This is an optimization exercise on Yosys and OpenROAD, whose aim is small area, not a production implementation.
In this exercise RTL edits were held to simulation tests only and were not proved equivalent to the original.
Power figures rest on the tool's default switching activity, not on a simulated workload.

Setup of the baseline:
==> flow/design.v <==
`timescale 1ns / 1ps
module CRC32_64bKEEP(
  input  [47:0] i_mac ,
  output [3 :0] o_hash
);
  assign o_hash[0] = ^(i_mac & 48'h1b48df01d104) ^ 1'b1;
  assign o_hash[1] = ^(i_mac & 48'h3690be03a209) ^ 1'b1;
  assign o_hash[2] = ^(i_mac & 48'h6d207d074413);
  assign o_hash[3] = ^(i_mac & 48'hda40fa0e8826);
endmodule
`timescale 1ns / 1ps
module Hash_locating#(
    parameter       P_OUTPORT_WIDTH = 4     ,
    parameter       P_TABLE_DEPTH   = 16    ,
    parameter       P_MYTOR_ADDR    = 0
)(
    input                           i_clk               ,
    input                           i_rst               ,
    input  [47:0]                   i_update_dest_mac   ,
    input  [P_OUTPORT_WIDTH - 1:0]  i_update_outport    ,
    input                           i_update_flag       ,
    input                           i_update_valid      ,
    input                           i_seek_valid        ,
    input  [47:0]                   i_seek_dest_mac     ,
    input  [2 :0]                   i_seek_id           ,
    output [P_OUTPORT_WIDTH - 1:0]  o_seek_outport      ,
    output [2 + 1 :0]               o_seek_id           ,
    output                          o_seek_flag         ,
    output                          o_seek_valid
);
localparam W  = 44;                      
localparam PW = P_OUTPORT_WIDTH + 1;     
localparam SW = W + PW;                  
wire [3:0] w_hash_upd, w_hash_seek;
CRC32_64bKEEP crc_upd (.i_mac(i_update_dest_mac), .o_hash(w_hash_upd ));
CRC32_64bKEEP crc_seek(.i_mac(i_seek_dest_mac  ), .o_hash(w_hash_seek));
wire [3:0] w_bucket = i_update_valid ? w_hash_upd : w_hash_seek;
reg            r_phase;
reg            ri_update_valid;
reg  [15:0]    ri_bsel;          
reg  [SW-1:0]  ri_update_wr_n;   
reg  [W-1:0]   ri_seek_key;      
reg  [2:0]     ri_seek_id;
reg            ri_seek_hit_ok;   
reg            ri_seek_zero;     
wire [SW-1:0] w_entry = {i_update_outport, i_update_flag,
                         i_update_dest_mac[47:12], i_update_dest_mac[7:0]};
wire [W-1:0]  w_key   = {i_seek_dest_mac[47:12], i_seek_dest_mac[7:0]};
always @(posedge i_clk) begin
    if (i_rst)
        r_phase <= 1'b0;
    else
        r_phase <= !r_phase;
end
always @(posedge i_clk) begin
    ri_update_valid <= !i_rst && i_update_valid;
    ri_seek_hit_ok  <= !i_rst && i_seek_valid &&
                       (!i_update_valid || w_hash_upd == w_hash_seek);
    ri_seek_zero    <= !i_rst && i_seek_valid && i_seek_dest_mac == 48'd0;
    ri_bsel         <= 16'd1 << w_bucket;
    ri_update_wr_n  <= ~(w_entry ^ {SW{r_phase}});
    ri_seek_key     <= ~(w_key   ^ {W{r_phase}});
    ri_seek_id      <= i_seek_id;
end
reg  [2:0]    r_num   [0:15];    
reg           r_full  [0:15];    
wire [4*SW-1:0] w_bucket_data [0:15];
genvar gb, gs, gi;
generate for (gb = 0; gb < 16; gb = gb + 1) begin : g_bucket
    wire w_upd = ri_update_valid && ri_bsel[gb];
    always @(posedge i_clk) begin
        if (i_rst) begin
            r_num[gb]  <= 3'd0;
            r_full[gb] <= 1'b0;
        end else if (w_upd) begin
            r_num[gb]  <= r_num[gb] + 3'd1;
            if (r_num[gb] == 3'd3)
                r_full[gb] <= 1'b1;
        end
    end
    for (gs = 0; gs < 4; gs = gs + 1) begin : g_slot
        reg  [SW-1:0] r_slot;
        wire [SW-1:0] w_next;
        wire w_we = w_upd && r_num[gb] == gs;
        for (gi = 0; gi < SW; gi = gi + 1) begin : g_bit
            Hash_hold_cell u_cell (
                .i_q     (r_slot[gi]),
                .i_we    (w_we),
                .i_wr_n  (ri_update_wr_n[gi]),
                .i_hold  (!w_we),
                .o_next  (w_next[gi])
            );
        end
        always @(posedge i_clk)
            r_slot <= w_next;
        assign w_bucket_data[gb][gs*SW +: SW] = r_slot;
    end
end endgenerate
localparam RW = 4*SW + 4;        
wire [RW-1:0]   w_rd_all;
wire [4*SW-1:0] w_rd      = w_rd_all[4*SW-1:0];
wire [2:0]      w_rd_num  = w_rd_all[4*SW +: 3];
wire            w_rd_full = w_rd_all[4*SW + 3];
generate for (gi = 0; gi < RW; gi = gi + 1) begin : g_rd
    wire [15:0] w_in;
    for (gb = 0; gb < 16; gb = gb + 1) begin : g_in
        if (gi < 4*SW)
            assign w_in[gb] = w_bucket_data[gb][gi];
        else if (gi < 4*SW + 3)
            assign w_in[gb] = r_num[gb][gi - 4*SW];
        else
            assign w_in[gb] = r_full[gb];
    end
    wire [5:0] w_grp_n;
    for (gs = 0; gs < 5; gs = gs + 1) begin : g_grp
        Hash_aoi222 u_aoi (
            .i_a0(ri_bsel[3*gs]),   .i_b0(w_in[3*gs]),
            .i_a1(ri_bsel[3*gs+1]), .i_b1(w_in[3*gs+1]),
            .i_a2(ri_bsel[3*gs+2]), .i_b2(w_in[3*gs+2]),
            .o_y_n(w_grp_n[gs])
        );
    end
    assign w_grp_n[5] = !(ri_bsel[15] && w_in[15]);
    assign w_rd_all[gi] = !(&w_grp_n);
end endgenerate
wire [3:0] w_valid, w_match;
generate for (gs = 0; gs < 4; gs = gs + 1) begin : g_cmp
    assign w_valid[gs] = w_rd_full || w_rd_num[2] || (w_rd_num[1:0] > gs);
    assign w_match[gs] = w_valid[gs] ? (w_rd[gs*SW +: W] == ri_seek_key) && ri_seek_hit_ok
                                     : ri_seek_zero;
end endgenerate
wire          w_hit = |w_match;
wire [1:0]    w_first = w_match[0] ? 2'd0 :
                        w_match[1] ? 2'd1 :
                        w_match[2] ? 2'd2 : 2'd3;
wire [PW-1:0] w_first_pay   = w_rd[w_first*SW + W +: PW];
wire          w_first_valid = w_valid[w_first];
wire [PW-1:0] w_hit_pay     = w_first_valid ? w_first_pay ^ {PW{r_phase}} : {PW{1'b0}};
reg                          ro_seek_valid;
reg  [2:0]                   ro_seek_id;
reg  [PW-1:0]                ro_pay;
always @(posedge i_clk) begin
    if (i_rst || !w_hit) begin
        ro_seek_valid <= 1'b0;
        ro_seek_id    <= 3'd0;
        ro_pay        <= {PW{1'b0}};
    end else begin
        ro_seek_valid <= 1'b1;
        ro_seek_id    <= ri_seek_id;
        ro_pay        <= w_hit_pay;
    end
end
assign o_seek_outport = ro_pay[PW-1:1];
assign o_seek_flag    = ro_pay[0];
assign o_seek_id      = {ro_seek_id, ro_pay[0]};
assign o_seek_valid   = ro_seek_valid;
endmodule
module Hash_hold_cell(
    input  i_q    ,
    input  i_we   ,
    input  i_wr_n ,
    input  i_hold ,
    output o_next
);
assign o_next = !((i_q || i_we) && (i_wr_n || i_hold));
endmodule
module Hash_aoi222(
    input  i_a0, input i_b0,
    input  i_a1, input i_b1,
    input  i_a2, input i_b2,
    output o_y_n
);
assign o_y_n = !(i_a0 && i_b0 || i_a1 && i_b1 || i_a2 && i_b2);
endmodule
clock: 10.0 ns
lec_check: 0
cap_margin: 20
core_margin: 2
core_utilization: 55
cts_buf_list: sky130_fd_sc_hd__clkbuf_16
cts_cluster_diameter: 80
cts_cluster_size: 25
place_density: 0.65
slew_margin: 20
synth_hierarchical: 1
synth_minimum_keep_size: 0
standard.sh (not shown) runs the stock make flow with config.mk's settings and CLKGATE_MAP_FILE= SYNTH_SCRIPT=/design/flow/synth_recipe.tcl, a recipe that flattens the netlist after the stock synthesis.
==> flow/flow/run.sh <==
#!/bin/bash
# The standard layout (standard.sh: ORFS from the standard synthesis to the
# final DEF), with one change: the input and output ports are buffered with
# the smallest buffer, sky130_fd_sc_hd__buf_1, instead of the cell
# buffer_ports picks by default. make's full output goes to standard.log here;
# each ORFS step also keeps its own log under orfs/logs/.
set -uo pipefail
export BUFFER_PORTS_ARGS="-buffer_cell sky130_fd_sc_hd__buf_1"
bash standard.sh > standard.log 2>&1
The baseline: flow completed, timing, DRC and antenna clean
Modified inputs, the candidate compared to the baseline
==> flow/run.sh (new file) <==
#!/bin/bash
# synth_recipe.tcl (not shown) runs the flow's synth.tcl, then flattens the netlist and writes it again
# the make line also repeats each setting of config.mk as NAME=value (left out here)
make -C /OpenROAD-flow-scripts/flow DESIGN_CONFIG=/design/flow/config.mk WORK_HOME=/design/flow/orfs CLKGATE_MAP_FILE= SYNTH_SCRIPT=/design/flow/synth_recipe.tcl finish
removed: flow/flow/run.sh
removed: flow/standard.sh
Results
The candidate went all the way through the flow, and no timing, DRC or antenna check failed. Total power consumption of the routed design in the candidate vs the baseline: up about 0.5%. From the baseline to the candidate the numbers moved as follows: cell count after placement shows no meaningful change, amount of wire on met2 after detailed routing shows a reduction of 0.35%. From the baseline to the candidate, maximum root-to-sink buffer count did not move at all. The candidate has aggregate global-route resource usage below what the baseline had. Minimum setup slack in the final design: the candidate worse than the baseline. Going from the baseline to the candidate, design area increased by 0.76% relative to the old numbers; count of clock buffers in the final design increased by 2 relative to the old numbers; number of cells on the critical path increased by 1 relative to the old numbers; number of buffers outside the clock class in the layout decreased by 19 relative to the old numbers. Comparing the candidate with the baseline, the final instance count without filler cells came out essentially unchanged.

## re-timing with driven ports
The results above use ideal ports. As a check the final layouts listed here were re-extracted and re-timed, cells and wires unchanged.
Step 1 assumes that a clkbuf_16 drives the clock port and a buf_2 every other input.
Step 2, shift: input delay + t, output delay - t, t = (earliest + latest rising clock arrival at the registers) / 2. This alone moves slack from input paths to output paths.
Slacks: ideal / step 1 / step 2; pairs: ideal / step 1.
run | shift t [ns] | setup WS [ns] | worst setup path at the end | clock arrival spread, ns
the baseline | 0.958 | 4.085 / 4.085 / 4.085 | register to register | 0.035 / 0.035
the candidate | 0.954 | 3.904 / 3.904 / 3.904 | register to register | 0.041 / 0.041
After both steps setup and hold are still met in every run listed.
